What follows belongs to an exercise in optimizing a design on an open flow for small area, a short achievable clock period and few clock cycles per item; a production flow would make more cautious choices. In this exercise RTL edits were held to simulation tests only and were not proved equivalent to the original.

==> flow/design.v, too long to show whole: its modules and the start of the top module <==
// module Cfu: 4487 lines
module Cfu (
    input               cmd_valid,
    output              cmd_ready,
    input      [9:0]    cmd_payload_function_id,
    input      [31:0]   cmd_payload_inputs_0,
    input      [31:0]   cmd_payload_inputs_1,
    output              rsp_valid,
    input               rsp_ready,
    output     [31:0]   rsp_payload_outputs_0,
    input               reset,
    input               clk
);
  // ...
==> flow/flow/run.sh <==
#!/bin/bash
set -euo pipefail
sed 's/yosys synth -nofsm -noshare {\*}\$args/yosys synth -nofsm -noshare -noabc {*}$args/' \
    synth_recipe.tcl > nabc_synth.tcl
grep -q -- '-noabc' nabc_synth.tcl
bash standard.sh SYNTH_SCRIPT="$PWD/nabc_synth.tcl" synth > synth.log 2>&1
bash standard.sh SYNTH_SCRIPT="$PWD/nabc_synth.tcl" SETUP_SLACK_MARGIN=10 finish > layout.log 2>&1
==> flow/standard.sh <==
#!/bin/bash
# synth_recipe.tcl (not shown) runs the flow's synth.tcl, then flattens the netlist and writes it again
# the make line also repeats each setting of config.mk as NAME=value (left out here)
make -C /OpenROAD-flow-scripts/flow DESIGN_CONFIG=/design/flow/config.mk WORK_HOME=/design/flow/orfs CLKGATE_MAP_FILE= SYNTH_SCRIPT=/design/flow/synth_recipe.tcl "${@:-finish}"
==> flow/config.mk <==
export PLATFORM = sky130hd
export DESIGN_NAME = Cfu
export DESIGN_NICKNAME = Cfu
export VERILOG_FILES = /design/flow/design.v
export SDC_FILE = /design/flow/constraint.sdc
export NUM_CORES = 4
export LEC_CHECK = 0
export CAP_MARGIN = 20
export CORE_MARGIN = 2
export CORE_UTILIZATION = 40
export PLACE_DENSITY = 0.5
export SLEW_MARGIN = 20
==> flow/constraint.sdc <==
create_clock -name core_clock -period 15.0 [get_ports {clk}]
set_input_delay 3.0000 -clock core_clock [delete_from_list [all_inputs] [get_ports {clk}]]
set_output_delay 3.0000 -clock core_clock [all_outputs]
set_load 0.01 [all_outputs]
==> flow_summary.yaml, run 1 <==
outcome:
  status: "timing/DRC/antenna clean"
finish:
  reg_top3: "r2_C: 74 flops, r2_S: 74 flops, r1_A: 44 flops"
  fill_cells: 23031
  nonClkBufAreaFrac_pct: 3.508
  non_clock_inverter_count: 475
  syn_to_final_growth_pct: 10.26
place:
  post-place-cells: 12350
  dp_slack_ps: 8661
  place.gp.congestion: 0.9495
critical_path:
  r2r_start: "wp[0]$_SDFFE_PP1P_"
  rr_worst_depth: 19
  rr_endpoint: "e3[30]$_SDFFE_PP0P_"
  cp_num_buf_inv: 2
  cp_max_fo: 7
sta:
  finalSetupTns_ps: 0
  slew_headroom_pct: 14.49
  fin_hold_ws_ps: 326.8
  fin_skew_ps: 74.36
  setup-violations-final: 0
  setup_ws_ps: 9927
  final_min_period_over_clock_period_pct: 33.82
logic_synthesis:
  synth_seq_cells: 961
  synthXorXnorAreaFrac_pct: 10.88
  synth.distinct_cells: 107
  synth_fa_ha_area_share_pct: 32.25
  synth_edf_count: 270
clock_tree:
  clk_pin_slew_worst_paths_ps: 60
  cts-root-buf: "clkbuf_16"
routing:
  wl_met3_mm: 43.86
  route.detailed.drc: 0
floorplan:
  io_pins: 112
Testbench counts, summed over its fixed seeds: cycles 6,876, items 3,342.
==> run 2, diff against run 1 <==
--- a/flow/design.v
+++ b/flow/design.v
@@ -5,17 +5,17 @@
     input      [31:0]   cmd_payload_inputs_0,
     input      [31:0]   cmd_payload_inputs_1,
     output              rsp_valid,
     input               rsp_ready,
     output     [31:0]   rsp_payload_outputs_0,
     input               reset,
     input               clk
 );
-    localparam [4:0] LQ = 5'd4, LE = 5'd10, LR = 5'd20;
+    localparam [4:0] LQ = 5'd4, LE = 5'd10, LR = 5'd19;
     localparam [37:0] C32 = 38'hF0F0F0F0;
     reg        a_v;
     reg [31:0] a_a, a_b;
     reg        a_f0, a_f1, a_f10, a_f11, a_f12, a_f13;
     wire [6:0] fin = cmd_payload_function_id[9:3];
     wire       n_f0 = fin == 7'd0, n_f1 = fin == 7'd1, n_f10 = fin == 7'd10;
     wire       n_f11 = fin == 7'd11, n_f12 = fin == 7'd12, n_f13 = fin == 7'd13;
     reg [2:0]  oc;       
@@ -4287,44 +4287,45 @@
         r2_B <= r1_B;
     end
     reg        pr_v;
     reg [1:0]  pr_op;
     reg [42:0] pr_V;
     reg [31:0] pr_T;
     always @(posedge clk) begin
         if (reset) pr_v <= 1'b0;
-        else pr_v <= r2_v & r2_last;
+        else pr_v <= r2_v & r2_last & (r2_op != 2'd2);
         pr_op <= r2_op;
         pr_V <= V[73:31];
         pr_T <= r2_T;
     end
     wire [47:0] x5s = ~{5'b0, pr_V[42:0]};
     wire [47:0] esum = {pr_T, 16'b0} + (x5s << 1) + (x5s << 5) + (x5s << 9) + 48'h10221;
     wire [31:0] mh = pr_T[6] ? 32'h7FFFFFFF : pr_V[31:0];
     wire [5:0]  rsa = pr_T[5:0];
     wire [4:0]  rsm = rsa[5] ? 5'd31 : rsa[4:0];
     wire [4:0]  rb = rsa[5] ? 5'd31 : rsa[4:0] - 5'd1;    
     wire [31:0] lowm = (32'h1 << rb) - 32'h1;    
     wire        qround = (rsa != 6'd0) & mh[rb] & (~mh[31] | (|(mh & lowm)));
     wire [31:0] qsh = $signed(mh) >>> rsm;
+    wire       rec_done = r2_v & r2_last & (r2_op == 2'd2);
     reg        lr_v, lr_dec, lr_inc;
     reg [31:0] lr;
     always @(posedge clk) begin
         if (reset) begin
             lr_v <= 1'b0;
             cv <= 1'b0;
         end else begin
-            lr_v <= pr_v;
-            cv <= pr_v | (disp & a_simple);
+            lr_v <= pr_v | rec_done;
+            cv <= pr_v | rec_done | (disp & a_simple);
         end
-        lr_dec <= pr_op == 2'd0 & esum[47];
-        lr_inc <= pr_op == 2'd1 & qround;
-        lr <= (pr_op == 2'd0) ? esum[47:16] :
-              (pr_op == 2'd1) ? qsh : {pr_V[33], pr_V[31:1]};
+        lr_dec <= ~rec_done & pr_op == 2'd0 & esum[47];
+        lr_inc <= ~rec_done & pr_op == 2'd1 & qround;
+        lr <= rec_done ? {V[64], V[62:32]} :
+              (pr_op == 2'd0) ? esum[47:16] : qsh;
     end
     reg [3:0]  wp, rp;
     reg [31:0] e0, e1, e2, e3;
     wire [31:0] R = ({32{wp[1]}} & e0) | ({32{wp[2]}} & e1) |
                     ({32{wp[3]}} & e2) | ({32{wp[0]}} & e3);
     wire [31:0] cS, cC;
 wire ct_1 = R[0] ^ s_p0[0];
 wire ct_2 = R[0] & s_p0[0];
==> run 2 against run 1 <==
  * Die area fell by 0.86%
  * Worst setup slack got worse by 150 ps
  * Synthesized cell count fell by 0.80%
  * Critical endpoint is now e0[30]$_DFFE_PP_
  * Still clean on timing, DRC and antenna
  * Clock-buffer cell count rose by 15
==> flow_summary.yaml, run 2 <==
finish:
  fill_cells: 22721
  syn_to_final_growth_pct: 10.28
  reg_top3: "r2_C: 74 flops, r2_S: 74 flops, r1_A: 44 flops"
  final_common_cell: "fa_1"
  final_cell_mix: "fa_1 (1209), xnor2_1 (1061), a22oi_1 (1029)"
  drive_gt1_share_pct: 9.854
  postLayoutCoreUtil_pct: 44.41
  fin_nets: 11149
  design_area_sq_mm: 0.1070
logic_synthesis:
  synth_area_leaders: "fa_1 (25%), dfxtp_1 (14%), xnor2_1 (9.8%)"
  yosysTopAreaCellShare_pct: 24.98
  netlist_area_sq_mm: 0.09704
  postSynthCellCount: 9587
  synth_edf_count: 270
  synth_top_area_cell: "fa_1"
  yosys.area_share.simple_pct: 7.776
  synth.most_common_cell: "fa_1"
  synth.area.mux_share_pct: 2.851
  synth_seq_cells: 961
  synth_compound_area_share_pct: 18.19
  syn_nets: 11461
  synth-seq-area-share_pct: 22.61
  synth_fa_ha_area_share_pct: 32.53
  synthXorXnorAreaFrac_pct: 11.07
  postSynth.asyncResetShare_pct: 0
  synth_ff_type: "dfxtp_1"
  synth_warnings: 1
  synth.distinct_cells: 105
  synth_common_cells: "fa_1 (1211), xnor2_1 (1081), a22oi_1 (1059), dfxtp_1 (691), clkbuf_1 (678)"
  synth_top_family_by_area: "adder cells"
  syn-mean-instance-area_sq_um: 10.12
routing:
  routed_wl_mm: 404.5
  first_pass_iters: 10
  avgViaCountPerCell: 6.295
  wl_met1_mm: 172.0
  drt_iter0_markers: 9479
  wire_per_inst_microns: 32.16
  wl_met2_mm: 169.8
  highest_layer: "met5"
  wl_met3_mm: 43.95
  route.detailed.drc: 0
  via_count: 79169
  ant_nets: 0
place:
  portBuffers: 108
  dp_hpwl_mm: 270.3
  place.gp.congestion: 0.9629
  place_area_sq_mm: 0.1009
global_routing:
  antenna_found_initial: 52
  grt_pass1_vias: 79783
  grt_pass1_wl_mm: 576.0
  grt_max_degree: 70
  overflow: 0
  grt_use_total_pct: 32.19
sta:
  slew_headroom_pct: 10.04
  hold_violations: 0
  rsz0062_at_grt: "yes"
  report.final.slew_viol_count: 0
  fin_skew_ps: 63.60
  finalSetupTns_ps: 0
  setup-violations-final: 0
  max_freq_ghz: 0.1916
  worst_pin_slew_ps: 1345
  min_period_ps: 5219
  final_min_period_over_clock_period_pct: 34.80
clock_tree:
  numCtsBuffers: 116
  clk_latency_ps: 810
  cts_hold_buf: 0
  cts_buffer_depth: 3
  cts-root-buf: "clkbuf_16"
  cts.htree.levels: 3
  cts_tree: "done"
  clk_pin_slew_worst_paths_ps: 60
  cts.sinks: 961
floorplan:
  dieArea_sq_mm: 0.2466
  core_sq_mm: 0.2410
  die_h_microns: 496.5
  io_pins: 112
  num_rows: 180
  die_w_microns: 496.5
  start_util_pct: 40.27
critical_path:
  worstSetupPathType: "flip-flop to flip-flop"
  crit_start: "wp[1]$_SDFFE_PP0P_"
  crit_chain: "buf_12 -> a22oi_2 -> nand2_2 -> fa_1 -> fa_2 -> fa_1 -> fa_2 -> a21o_1 -> a21o_1 -> a21oi_4 -> o31ai_4 -> a21oi_2 -> a31o_4 -> a2111oi_4 -> o21ai_1 -> nand2b_1 -> a211oi_2 -> xor2_1 -> o22ai_2"
  cp.required_ps: 15490
  cp_max_fo: 15
  max_stage_delay_ps: 590
  crit_arrival_ps: 5710
  critPathSlowestCell: "fa_2"
  cp-end-kind: "flip-flop"
  r2r_start: "wp[1]$_SDFFE_PP0P_"
  start_kind: "flip-flop"
outcome:
  status: "timing/DRC/antenna clean"
worst_hold_path:
  hold_start: "r1_B[34]$_DFF_P_"
  min_path_type: "flip-flop to flip-flop"
flow_run:
  max-cap-violations: 0
[run 2: changes by cell type after synthesis, sizes merged, moves of 10 or more]
cell / previous run / this run
a21o: 151 / 130
a21oi: 396 / 427
clkbuf: 691 / 678
mux2i: 108 / 120
mux4: 65 / 52
nand2: 540 / 529
nand2b: 80 / 94
nand3: 125 / 105
nor2: 346 / 330
o21ai: 367 / 336
o21bai: 53 / 67
o22ai: 37 / 47
o31ai: 26 / 16
xnor2: 1066 / 1082
[run 2: cells by family (layout without fill, tap and decap cells)]
group,after synthesis,in the layout
other,0,14
AND/OR/NAND/NOR,1570,1570
XOR/XNOR,1224,1224
multiplexers,207,207
buffers and inverters,1277,1067
adder cells (fa/ha/maj),1796,1796
flip-flops,961,961
AO/OA/AOI/OAI,2552,2552
[run 2: what timing repair did]
item | CTS | global route
endpoints found under the setup margin | 212 | 192
gates resized for setup | 198 | 186
setup buffers | 52 | 22
gates cloned | 4 | 2
pin swaps | 44 | 48
[run 2: area by class of cell]
cell class	instances	area [sq um]	share of cell area, %
multi-input cells	7349	71320	66.64
flip-flops and latches	961	22270	20.81
well taps	3185	3985	3.724
repair buffers	366	3562	3.329
clock buffers	164	3423	3.199
inverters	481	1834	1.714
clock inverters	56	586.8	0.5484
diodes	14	35.03	0.03274
[run 2: final timing paths]
check	to	slack, ps	depth (start not counted)
worst max-delay path	e0[30]$_DFFE_PP_	9780	19
worst min-delay path	r2_B[34]$_DFF_P_	320	0
worst max register to register	e0[30]$_DFFE_PP_	9780	19
worst min register to register	r2_B[34]$_DFF_P_	320	0
[run 2: critical path: cells and delay by family, from the launching register on]
kind,cells,cell delay (ps)
AOI/OAI and AO/OA,11,1970
xor gates and xnor gates,1,290
adders and majority gates,4,1880
buffers and inverters,1,150
DFF,1,360
and+or+nand+nor,2,240
[run 2: through the flow]
stage                     cells  setup WS [ps]  hold slack, ps
after detailed placement  12262           8983           312.1
after global placement    12262           9001           310.5
after global routing      12563           9631           329.0
final                     12576           9781           322.3
after CTS                 12538           9817           323.1
after floorplan            9587          10000           309.6
[run 2: routing by layer]
| layer | track usage (%) | up-vias |
|---|---|---|
| met1 | 45.36 | 40318 |
| met3 | 8.708 | 1005 |
| li1 | - | 33047 |
| met5 | 0 | - |
| met4 | 13.20 | 18 |
| met2 | 46.47 | 4781 |
Testbench counts of run 2, summed over its fixed seeds: cycles 6,824, items 3,342.
==> run 3, diff against run 2 <==
--- a/flow/config.mk
+++ b/flow/config.mk
@@ -7,6 +7,6 @@
 export LEC_CHECK = 0
 export CAP_MARGIN = 20
 export CORE_MARGIN = 2
-export CORE_UTILIZATION = 40
-export PLACE_DENSITY = 0.5
+export CORE_UTILIZATION = 45
+export PLACE_DENSITY = 0.65
 export SLEW_MARGIN = 20
==> run 3 against run 2 <==
  * Sequential share of layout area about the same
  * Clock-buffer cell count down 26
  * Utilization up 5.2 points
  * Routed wire length down 4.9%
  * Sequential cell count unchanged
  * Global-route usage up 2.0 points
  * Non-clock buffer count up 12
  * Critical path depth up 1
  * Final cell count down 2.7%
  * Critical endpoint is now e3[21]$_SDFFE_PP0P_
==> flow_summary.yaml, run 3 <==
outcome:
  status: "timing/DRC/antenna clean"
logic_synthesis:
  netlist_area_sq_mm: 0.09704
  synth_seq_cells: 961
  synth_warnings: 1
  syn-mean-instance-area_sq_um: 10.12
  synth.most_common_cell: "fa_1"
  synth_edf_count: 270
  synth_common_cells: "fa_1 (1211), xnor2_1 (1081), a22oi_1 (1059), dfxtp_1 (691), clkbuf_1 (678)"
  synth_area_leaders: "fa_1 (25%), dfxtp_1 (14%), xnor2_1 (9.8%)"
  synth.distinct_cells: 105
  postSynthCellCount: 9587
  postSynth.asyncResetShare_pct: 0
  syn_nets: 11461
  synth-seq-area-share_pct: 22.61
  yosysTopAreaCellShare_pct: 24.98
  synth_ff_type: "dfxtp_1"
  synth_top_area_cell: "fa_1"
finish:
  final_cell_mix: "fa_1 (1207), xnor2_1 (1072), a22oi_1 (1027)"
  fill_cells: 19276
  syn_to_final_growth_pct: 9.630
  reg_top3: "r2_C: 74 flops, r2_S: 74 flops, r1_A: 44 flops"
  fin_nets: 11156
  stdcell_count: 12233
  final_common_cell: "fa_1"
  drive_gt1_share_pct: 9.638
place:
  post-place-cells: 11933
  portBuffers: 108
  dp_hpwl_mm: 253.4
  place.gp.congestion: 0.9742
critical_path:
  rr_worst_depth: 20
  critPathSlowestCell: "fa_1"
  cp-end-kind: "flip-flop"
  r2r_start: "wp[3]$_SDFFE_PP0P_"
  crit_cells: 20
  path_delay_family: "compound AO/OA/AOI/OAI gates"
  crit_end: "e3[21]$_SDFFE_PP0P_"
  worstSetupPathType: "flip-flop to flip-flop"
  ff2ff_setup_slack_ps: 9760
  cp_num_buf_inv: 2
  path_common_cell: "fa_1"
  start_kind: "flip-flop"
  crit_start: "wp[3]$_SDFFE_PP0P_"
  rr_endpoint: "e3[21]$_SDFFE_PP0P_"
  max_stage_delay_ps: 570
  cp.required_ps: 15720
  cp_max_fo: 18
  crit_arrival_ps: 5960
  crit_chain: "buf_12 -> a22oi_2 -> nand2_2 -> fa_1 -> fa_1 -> fa_1 -> ha_4 -> or2_2 -> a21oi_2 -> a21oi_2 -> nor3b_1 -> o31a_1 -> buf_4 -> o21a_1 -> o21ai_1 -> nand2b_1 -> a221oi_2 -> xnor2_1 -> a31o_2 -> a22o_1"
clock_tree:
  clk_pin_slew_worst_paths_ps: 60
  cts_tree: "done"
  clk_latency_ps: 830
  cts_buffer_depth: 3
  numCtsBuffers: 111
  cts.sinks: 961
  cts.htree.levels: 3
  cts-root-buf: "clkbuf_16"
floorplan:
  io_pins: 112
  num_rows: 170
  core_sq_mm: 0.2144
  start_util_pct: 45.26
  die_w_microns: 468.4
  dieArea_sq_mm: 0.2194
  die_h_microns: 468.4
routing:
  route.detailed.drc: 0
  routed_wl_mm: 384.7
  drt_iter0_markers: 11681
  via_count: 81437
  wire_per_inst_microns: 31.44
  first_pass_iters: 10
  ant_nets: 0
  avgViaCountPerCell: 6.657
global_routing:
  grt_pass1_vias: 81071
  grt_use_met3_pct: 11.26
  use_met1_pct: 45.84
  grt_use_total_pct: 34.17
  grt_pass1_wl_mm: 552.0
  use_met2_pct: 49.51
  top_usage_layer: "met2"
  grt_max_degree: 68
  antenna_found_initial: 39
  overflow: 0
flow_run:
  max-cap-violations: 0
sta:
  hold_violations: 0
  min_period_ps: 5245
  slew_headroom_pct: 17.02
  final_min_period_over_clock_period_pct: 34.96
  rsz0062_at_grt: "yes"
  fin_skew_ps: 106.6
  worst_pin_slew_ps: 1245
  report.final.slew_viol_count: 0
  max_freq_ghz: 0.1907
  setup-violations-final: 0
  finalSetupTns_ps: 0
worst_hold_path:
  min_path_type: "flip-flop to flip-flop"
## run 3: cell counts after synthesis
Identical to the previous run, type by type.
## run 3: per-layer routing
metal | wire, microns | part of all wire (%)
met1 | 149000 | 39
met2 | 159800 | 42
met3 | 52420 | 14
met4 | 23290 | 6.1
met5 | 241 | 0.063
## run 3: repair_timing
| action | in CTS | in global routing |
|---|---|---|
| hold buffers | 0 | 0 |
| endpoints found under the hold margin | 0 | 0 |
| pin swaps | 52 | 41 |
| gates resized for setup | 257 | 145 |
| gates cloned | 5 | 1 |
| setup buffers | 48 | 19 |
| setup endpoints to repair | 212 | 165 |
## run 3: how the worst min path moves through the flow
stage,to,startpoint,cells after the start
2_1_floorplan,r2_B[34]$_DFF_P_,r1_B[34]$_DFF_P_,0
3_3_place_gp,r2_pass[2]$_DFF_P_,r1_pass[2]$_DFF_P_,0
3_5_place_dp,r2_B[34]$_DFF_P_,r1_B[34]$_DFF_P_,0
4_1_cts,r2_B[34]$_DFF_P_,r1_B[34]$_DFF_P_,0
5_1_grt,r2_B[37]$_DFF_P_,r1_B[37]$_DFF_P_,0
6_report,r2_B[36]$_DFF_P_,r1_B[36]$_DFF_P_,0
## run 3: cell type report
| type | instances | area (sq um) | area share (%) |
|---|---|---|---|
| multi-input cells | 7349 | 71140 | 66.87 |
| clock buffers | 138 | 3098 | 2.912 |
| diodes | 15 | 37.54 | 0.03528 |
| repair buffers | 378 | 3717 | 3.494 |
| inverters | 481 | 1832 | 1.722 |
| well taps | 2838 | 3551 | 3.338 |
| clock inverters | 73 | 842.1 | 0.7915 |
| flip-flops and latches | 961 | 22170 | 20.84 |
## run 3: kinds of logic after synthesis
logic type | share of synthesized area [%]
fa+ha+maj | 32.53
mux | 2.851
buf+inv | 4.976
flops | 22.61
simple gates | 7.776
xor+xnor | 11.07
compound gates | 18.19
## run 3: metrics by stage
step	hold slack, ps	setup slack (ps)	cell area (sq um)	util (%)
2_1_floorplan	309.6	10000	97080	-
3_3_place_gp	311.0	8992	100400	46.82
3_5_place_dp	312.1	8995	100400	46.83
4_1_cts	326.2	9932	105500	49.21
5_1_grt	329.9	9637	106300	49.60
6_report	326.3	9756	106400	49.62
## run 3: worst register-to-register path: cells and delay by family (launching register included)
| family | cells | cell delay [ps] |
|---|---|---|
| flops | 1 | 360 |
| simple gates | 4 | 700 |
| xor+xnor | 1 | 110 |
| fa+ha+maj | 4 | 1790 |
| buf+inv | 2 | 340 |
| compound gates | 9 | 1850 |

## separate check: timing with driven ports
In the flow no input, the clock included, has a driving cell. The finished layouts below were timed again as built, in two steps.
Step 1, drivers: a clkbuf_16 drives clk and a buf_2 each remaining input, both assumed.
Step 2 adds t to the input delays and takes it off the output delays; t is the mean of the earliest and latest rising clock arrival at the registers after step 1. Input paths then give back, and output paths get back, about the clock's delay inside the block.
Slacks: no drivers / after step 1 / after step 2; pairs: no drivers / after step 1.
run	t, ns	setup WS [ns]	slew at the worst register clock pin (ns)	worst data-port slew with drivers (ns)	pins driven straight from the clock port
run 1	0.899	9.927 / 9.927 / 9.315	0.07 / 0.07	0.04	1
run 2	0.860	9.781 / 9.781 / 9.353	0.07 / 0.07	0.05	1
run 3	0.864	9.755 / 9.756 / 9.311	0.07 / 0.07	0.06	1
After both steps every run listed still meets setup and hold. For run 1, which loses most, drivers alone change the setup slack by 0.000 ns; drivers and shift together by -0.612 ns.
